From an optimization exercise on the open Yosys and OpenROAD flow, aimed at small area; shortcuts taken in it are not production practice. The RTL was checked by simulation tests, not by an equivalence proof against the original design. No driver is modelled on the clock port, so clock power and skew are understated where the tree is cut down; a real chip needs a root buffer or a tree. Power figures rest on the tool's default switching activity, not on a simulated workload.

## run A
Design final_RRB, start of the top module:
module final_RRB(
    reset,
    clk,
    request,
    weight,
    grant
);
==> flow/config.mk <==
export PLATFORM = sky130hd
export DESIGN_NAME = final_RRB
export DESIGN_NICKNAME = final_RRB
export VERILOG_FILES = /design/flow/design.v
export SDC_FILE = /design/flow/constraint.sdc
export NUM_CORES = 4
export LEC_CHECK = 0
export CAP_MARGIN = 20
export CORE_AREA = 3 3 67 67
export CTS_BUF_LIST = sky130_fd_sc_hd__clkbuf_2
export DIE_AREA = 0 0 70 70
export SLEW_MARGIN = 20
==> flow/constraint.sdc <==
create_clock -name core_clock -period 5.0 [get_ports {clk}]
set_input_delay 1.0000 -clock core_clock [delete_from_list [all_inputs] [get_ports {clk}]]
set_output_delay 1.0000 -clock core_clock [all_outputs]
set_load 0.01 [all_outputs]
standard.sh (not shown) runs the stock make flow with config.mk's settings and CLKGATE_MAP_FILE= SYNTH_SCRIPT=/design/flow/synth_recipe.tcl, a recipe that flattens the netlist after the stock synthesis.
==> flow/flow/run.sh <==
#!/bin/bash
# Standard ORFS layout with these changes:
#  - synthesis maps the logic with area-oriented ABC scripts (flow/synth.tcl),
#    and without Yosys's half/full-adder extraction (ADDER_MAP_FILE empty);
#  - every input and output port gets the smallest buffer, buf_1, instead of
#    the one buffer_ports picks by default;
#  - after CTS, the registers are all driven by the root clock buffer
#    (flow/cts_post.tcl), since there are only a few of them;
#  - the buffers timing-driven global placement adds are removed before
#    the resize step, which adds back the ones needed (flow/resize_pre.tcl).
set -euo pipefail
export MY_FLOW_DIR=$PWD/flow
bash standard.sh SYNTH_SCRIPT=$PWD/flow/synth.tcl ADDER_MAP_FILE= \
  'BUFFER_PORTS_ARGS=-buffer_cell sky130_fd_sc_hd__buf_1' \
  'PLACE_PINS_ARGS=-min_distance 1 -min_distance_in_tracks' PRE_RESIZE_TCL=$PWD/flow/resize_pre.tcl POST_CTS_TCL=$PWD/flow/cts_post.tcl finish > standard.log 2>&1
==> flow/flow/abc_2.script <==
strash
&get -n
&st
&deepsyn -T 20
&dch -f
&nf -a -R 1000 -C 32
&put
==> flow/flow/abc_3.script <==
strash
&get -n
&st
&deepsyn -T 20 -S 3
&dch -f
&nf -a -R 1000 -C 32
&put
==> flow/flow/abc_4.script <==
strash
&get -n
&st
&deepsyn -T 20
&dch -f
&nf -a -p -R 1000 -C 32
&put
==> flow/flow/abc_5.script <==
strash
&get -n
&st
&deepsyn -T 20
&dch -f
&nf -a -R 1000
&put
==> flow/flow/cts_post.tcl <==
# After CTS: the design has only a few registers, so drive all of them from
# the root clock buffer (made a clkbuf_4) and remove the buffers CTS put
# below it (and any dummy load cells). The clock port still feeds only the
# root buffer.
set block [ord::get_db_block]
set clk_net [$block findNet clk]
set root ""
foreach it [$clk_net getITerms] {
  set inst [$it getInst]
  if { [string match "sky130_fd_sc_hd__clkbuf_*" [[$inst getMaster] getName]] } {
    set root $inst
  }
}
if { $root ne "" } {
  set root_net [[$root findITerm X] getNet]
  set changed 1
  while { $changed } {
    set changed 0
    foreach it [$root_net getITerms] {
      set inst [$it getInst]
      if { [$inst getName] eq [$root getName] } { continue }
      if { ![string match "sky130_fd_sc_hd__clkbuf_*" [[$inst getMaster] getName]] } { continue }
      set xo [$inst findITerm X]
      set leaf_net [$xo getNet]
      $it disconnect
      if { $leaf_net ne "NULL" } {
        foreach s [$leaf_net getITerms] {
          if { [[$s getInst] getName] ne [$inst getName] } {
            $s disconnect
            $s connect $root_net
          }
        }
        $xo disconnect
        odb::dbNet_destroy $leaf_net
      }
      puts "cts_post: removed [$inst getName]"
      odb::dbInst_destroy $inst
      set changed 1
      break
    }
  }
  set db [ord::get_db]
  $root swapMaster [$db findMaster sky130_fd_sc_hd__clkbuf_4]
  puts "cts_post: [$root getName] drives [llength [$root_net getITerms]] pins"
  # the larger buffer may overlap its neighbours: legalize again
  detailed_placement
  check_placement -verbose
}
==> flow/flow/resize_pre.tcl <==
# Before the resize step: remove the buffers that timing-driven global
# placement added while cells were still spread out (named place*); the
# resize step's repair_design adds back any that the placed design needs.
# Port buffers are not touched.
set block [ord::get_db_block]
set n 0
foreach inst [$block getInsts] {
  set name [$inst getName]
  if { ![string match "place*" $name] } { continue }
  if { ![string match "sky130_fd_sc_hd__buf_*" [[$inst getMaster] getName]] } { continue }
  set in_net [[$inst findITerm A] getNet]
  set xo [$inst findITerm X]
  set out_net [$xo getNet]
  if { $in_net eq "NULL" || $out_net eq "NULL" } { continue }
  if { [llength [$out_net getBTerms]] > 0 } { continue }
  $xo disconnect
  foreach it [$out_net getITerms] {
    $it disconnect
    $it connect $in_net
  }
  [$inst findITerm A] disconnect
  odb::dbInst_destroy $inst
  odb::dbNet_destroy $out_net
  incr n
}
puts "resize_pre: removed $n placement buffers"
Other scripts of this flow, unchanged in this note and not shown: flow/flow/abc_1.script, flow/flow/synth.tcl
Run A went all the way through the flow, and no timing, DRC or antenna check failed.
Here is what was changed in the inputs of run B compared with run A.
Settings: swapping 0 0 70 70 for 0 0 100 100 in DIE_AREA; swapping 3 3 67 67 for 3 3 97 97 in CORE_AREA.
-- flow/flow/run.sh --
<<< run A, line 13
bash standard.sh SYNTH_SCRIPT=$PWD/flow/synth.tcl ADDER_MAP_FILE= \
  'BUFFER_PORTS_ARGS=-buffer_cell sky130_fd_sc_hd__buf_1' \
  'PLACE_PINS_ARGS=-min_distance 1 -min_distance_in_tracks' PRE_RESIZE_TCL=$PWD/flow/resize_pre.tcl POST_CTS_TCL=$PWD/flow/cts_post.tcl finish > standard.log 2>&1
>>> run B, line 13
bash standard.sh SYNTH_SCRIPT=$PWD/flow/synth.tcl ADDER_MAP_FILE= \
  'BUFFER_PORTS_ARGS=-buffer_cell sky130_fd_sc_hd__buf_1' \
  PRE_RESIZE_TCL=$PWD/flow/resize_pre.tcl POST_CTS_TCL=$PWD/flow/cts_post.tcl finish > standard.log 2>&1
==> flow/flow/resize_pre.tcl <==
# Before the resize step: remove the buffers that timing-driven global
# placement added while cells were still spread out (named place*); the
# resize step's repair_design adds back any that the placed design needs.
set bufs [get_cells -quiet place*]
puts "resize_pre: removing [llength $bufs] placement buffers"
if { [llength $bufs] > 0 } {
  remove_buffers $bufs
}
## What came out
Compared with run A, run B shows a higher sequential power. Compared to run A, run B has worst slack after detailed placement 0.67 ns lower. Run comparison: run A critical-path cell with the highest stage delay sky130_fd_sc_hd__nor3b_1; run B critical-path cell with the highest stage delay sky130_fd_sc_hd__nor4_1. Compared with run A, in run B number of antenna violations at the first check in global routing comparable, final area now smaller, clock network latency to the later pin of the worst-skew pair comparable, maximum frequency now smaller.
Inputs modified between run B and run C:
==> flow/flow/run.sh <==
#!/bin/bash
# Standard ORFS layout with these changes:
#  - synthesis maps the logic with area-oriented ABC scripts (flow/synth.tcl),
#    and without Yosys's half/full-adder extraction (ADDER_MAP_FILE empty);
#  - every input and output port gets the smallest buffer, buf_1, instead of
#    the one buffer_ports picks by default;
#  - after CTS, the registers are all driven by the root clock buffer
#    (flow/cts_post.tcl), since there are only a few of them.
set -euo pipefail
export MY_FLOW_DIR=$PWD/flow
bash standard.sh SYNTH_SCRIPT=$PWD/flow/synth.tcl ADDER_MAP_FILE= \
  'BUFFER_PORTS_ARGS=-buffer_cell sky130_fd_sc_hd__buf_1' \
  POST_CTS_TCL=$PWD/flow/cts_post.tcl finish > standard.log 2>&1
removed: flow/flow/resize_pre.tcl
--- outcome ---
Run C completed every stage of the flow, and the final layout passed the timing, design-rule and antenna checks. Of run C and run B, run C shows the higher total placed instance area, with run B below it. Looking at combinational cell fraction of total power, run C sits above run B. The fraction of power consumed by the clock network number comes out higher for run B vs run C. Compared with run B, run C shows combinational power higher by 29%. Setup slack of the critical path after layout: run C vs run B down 0.10 ns. Of run C and run B, run B shows the lower portion of the clock cycle consumed by the worst path in the final layout, with run C above it. Slew at the pin closest to its max-slew limit in run C is 0.20 ns below run B. Against run B, first-iteration DRC count in run C rose by more than half. NOTE routed wire length run B->run C increased by a little under 10%. Run C ended up with a higher area growth from synthesis to layout than run B did. Via count of run C exceeds that of run B by more than a quarter.
Input changes introduced in run D (baseline for comparison: run C):
Settings: a change of CTS_BUF_LIST from sky130_fd_sc_hd__clkbuf_2 to sky130_fd_sc_hd__clkbuf_1 sky130_fd_sc_hd__clkbuf_2.
==> flow/flow/run.sh <==
#!/bin/bash
# Standard ORFS layout with three changes:
#  - synthesis maps the logic with area-oriented ABC scripts (flow/synth.tcl),
#    and without Yosys's half/full-adder extraction (ADDER_MAP_FILE empty);
#  - every input and output port gets the smallest buffer, buf_1, instead of
#    the one buffer_ports picks by default.
set -euo pipefail
export MY_FLOW_DIR=$PWD/flow
bash standard.sh SYNTH_SCRIPT=$PWD/flow/synth.tcl ADDER_MAP_FILE= \
  'BUFFER_PORTS_ARGS=-buffer_cell sky130_fd_sc_hd__buf_1' finish > standard.log 2>&1
==> flow/flow/abc_2.script <==
strash
&get -n
&st
&deepsyn -T 20
&dch -f
&nf -a -R 1000
&put
==> flow/flow/abc_3.script <==
strash
&get -n
&st
&deepsyn -T 20 -S 7
&dch -f
&nf -a -R 1000
&put
==> flow/flow/abc_4.script <==
strash
ifraig
dc2
dch -f
map -a
removed: flow/flow/abc_5.script
removed: flow/flow/cts_post.tcl
Notes after the runs:
Wire length of the first global-routing pass of run C is on par with run D. Run D packs its core more tightly than run C. Relative to run C, the via count of the first global-routing pass of run D is lower by 51. Run D ended up with grant[4] as its capturing element of the worst setup path; run C ended up with x[1]. Looking at post-layout minimum cycle time, run D sits below run C. Non-clock buffer count sits lower in run D than in run C.

* * *

final_RRB again, from the RTL that the note above started with.
## final_RRB
module final_RRB(
    reset,
    clk,
    request,
    weight,
    grant
);
clock: 5.0 ns
lec_check: 0
cap_margin: 20
core_area: 3 3 97 97
cts_buf_list: sky130_fd_sc_hd__clkbuf_2
die_area: 0 0 100 100
slew_margin: 20
==> flow/flow/run.sh <==
#!/bin/bash
# Standard ORFS layout with these changes:
#  - synthesis maps the logic with area-oriented ABC scripts (flow/synth.tcl),
#    and without Yosys's half/full-adder extraction (ADDER_MAP_FILE empty);
#  - every input and output port gets the smallest buffer, buf_1, instead of
#    the one buffer_ports picks by default;
#  - after CTS, the registers are all driven by the root clock buffer
#    (flow/cts_post.tcl), since there are only a few of them;
#  - the buffers timing-driven global placement adds are removed before
#    the resize step, which adds back the ones needed (flow/resize_pre.tcl).
set -euo pipefail
export MY_FLOW_DIR=$PWD/flow
bash standard.sh SYNTH_SCRIPT=$PWD/flow/synth.tcl ADDER_MAP_FILE= \
  'BUFFER_PORTS_ARGS=-buffer_cell sky130_fd_sc_hd__buf_1' \
  PRE_RESIZE_TCL=$PWD/flow/resize_pre.tcl POST_CTS_TCL=$PWD/flow/cts_post.tcl finish > standard.log 2>&1
==> flow/flow/abc_2.script <==
strash
&get -n
&st
&deepsyn -T 20
&dch -f
&nf -a -R 1000 -C 32
&put
==> flow/flow/abc_3.script <==
strash
&get -n
&st
&deepsyn -T 20 -S 3
&dch -f
&nf -a -R 1000 -C 32
&put
==> flow/flow/abc_4.script <==
strash
&get -n
&st
&deepsyn -T 20
&dch -f
&nf -a -p -R 1000 -C 32
&put
==> flow/flow/abc_5.script <==
strash
&get -n
&st
&deepsyn -T 20
&dch -f
&nf -a -R 1000
&put
==> flow/flow/resize_pre.tcl <==
# Before the resize step: remove the buffers that timing-driven global
# placement added while cells were still spread out (named place*); the
# resize step's repair_design adds back any that the placed design needs.
# Port buffers are not touched.
set block [ord::get_db_block]
set n 0
foreach inst [$block getInsts] {
  set name [$inst getName]
  if { ![string match "place*" $name] } { continue }
  if { ![string match "sky130_fd_sc_hd__buf_*" [[$inst getMaster] getName]] } { continue }
  set in_net [[$inst findITerm A] getNet]
  set xo [$inst findITerm X]
  set out_net [$xo getNet]
  if { $in_net eq "NULL" || $out_net eq "NULL" } { continue }
  if { [llength [$out_net getBTerms]] > 0 } { continue }
  $xo disconnect
  foreach it [$out_net getITerms] {
    $it disconnect
    $it connect $in_net
  }
  [$inst findITerm A] disconnect
  odb::dbInst_destroy $inst
  odb::dbNet_destroy $out_net
  incr n
}
puts "resize_pre: removed $n placement buffers"
Other scripts of this flow, unchanged in this note and not shown: flow/flow/abc_1.script, flow/flow/cts_post.tcl, flow/flow/synth.tcl
The baseline ran to the end with no violations.
==> next run, changes <==
--- a/flow/flow/run.sh
+++ b/flow/flow/run.sh
@@ -7,5 +7,3 @@
 #  - after CTS, the registers are all driven by the root clock buffer
-#    (flow/cts_post.tcl), since there are only a few of them;
-#  - the buffers timing-driven global placement adds are removed before
-#    the resize step, which adds back the ones needed (flow/resize_pre.tcl).
+#    (flow/cts_post.tcl), since there are only a few of them.
 set -euo pipefail
@@ -14,2 +12,2 @@
   'BUFFER_PORTS_ARGS=-buffer_cell sky130_fd_sc_hd__buf_1' \
-  PRE_RESIZE_TCL=$PWD/flow/resize_pre.tcl POST_CTS_TCL=$PWD/flow/cts_post.tcl finish > standard.log 2>&1
+  POST_CTS_TCL=$PWD/flow/cts_post.tcl finish > standard.log 2>&1
==> flow/flow/abc_2.script (replaced) <==
strash
&get -n
&st
&deepsyn -T 20
&dch -f
&nf -a -R 1000
&put
==> flow/flow/abc_3.script (replaced) <==
strash
&get -n
&st
&deepsyn -T 20 -S 7
&dch -f
&nf -a -R 1000
&put
==> flow/flow/abc_4.script (replaced) <==
strash
ifraig
dc2
dch -f
map -a
removed: flow/flow/abc_5.script
removed: flow/flow/resize_pre.tcl
Outcome: The new run went through all stages and came out clean. Design area rose by 0.62%. Synthesized cell count is higher by 3.1%. Combinational power barely changes. Hold slack is worse by 0.023 ns. Clock power drops by about 6%. Worst setup slack improves by 0.32 ns. Critical path depth went down by 6. Power hardly moves. Clock skew stays flat. Count of clock-buffer cells in the layout does not change.

[what the ideal ports hide]
In the flow no input, the clock included, has a driving cell. The finished layouts below were timed again as built, in two steps.
Step 1, drivers: a clkbuf_16 drives clk and a buf_2 each remaining input, both assumed.
Step 2 also shifts input and output timing later by t, the mid clock arrival at the registers, as if the neighbouring blocks saw the same clock.
Slacks: no drivers / after step 1 / after step 2; pairs: no drivers / after step 1.
run	shift t [ns]	slack for setup (ns)	worst data-port slew with drivers (ns)
run A	0.188	2.081 / 2.063 / 2.095	0.06
run B	0.183	1.640 / 1.594 / 1.411	0.12
run C	0.183	1.536 / 1.519 / 1.335	0.07
run D	0.269	1.864 / 1.844 / 1.975	0.08
the first run of note 2	0.185	1.615 / 1.606 / 1.421	0.07
the second run of note 2	0.180	1.934 / 1.912 / 1.970	0.08
After both steps setup and hold are still met in every run listed. For run B, which loses most, drivers alone change the setup slack by -0.046 ns; drivers and shift together by -0.229 ns.
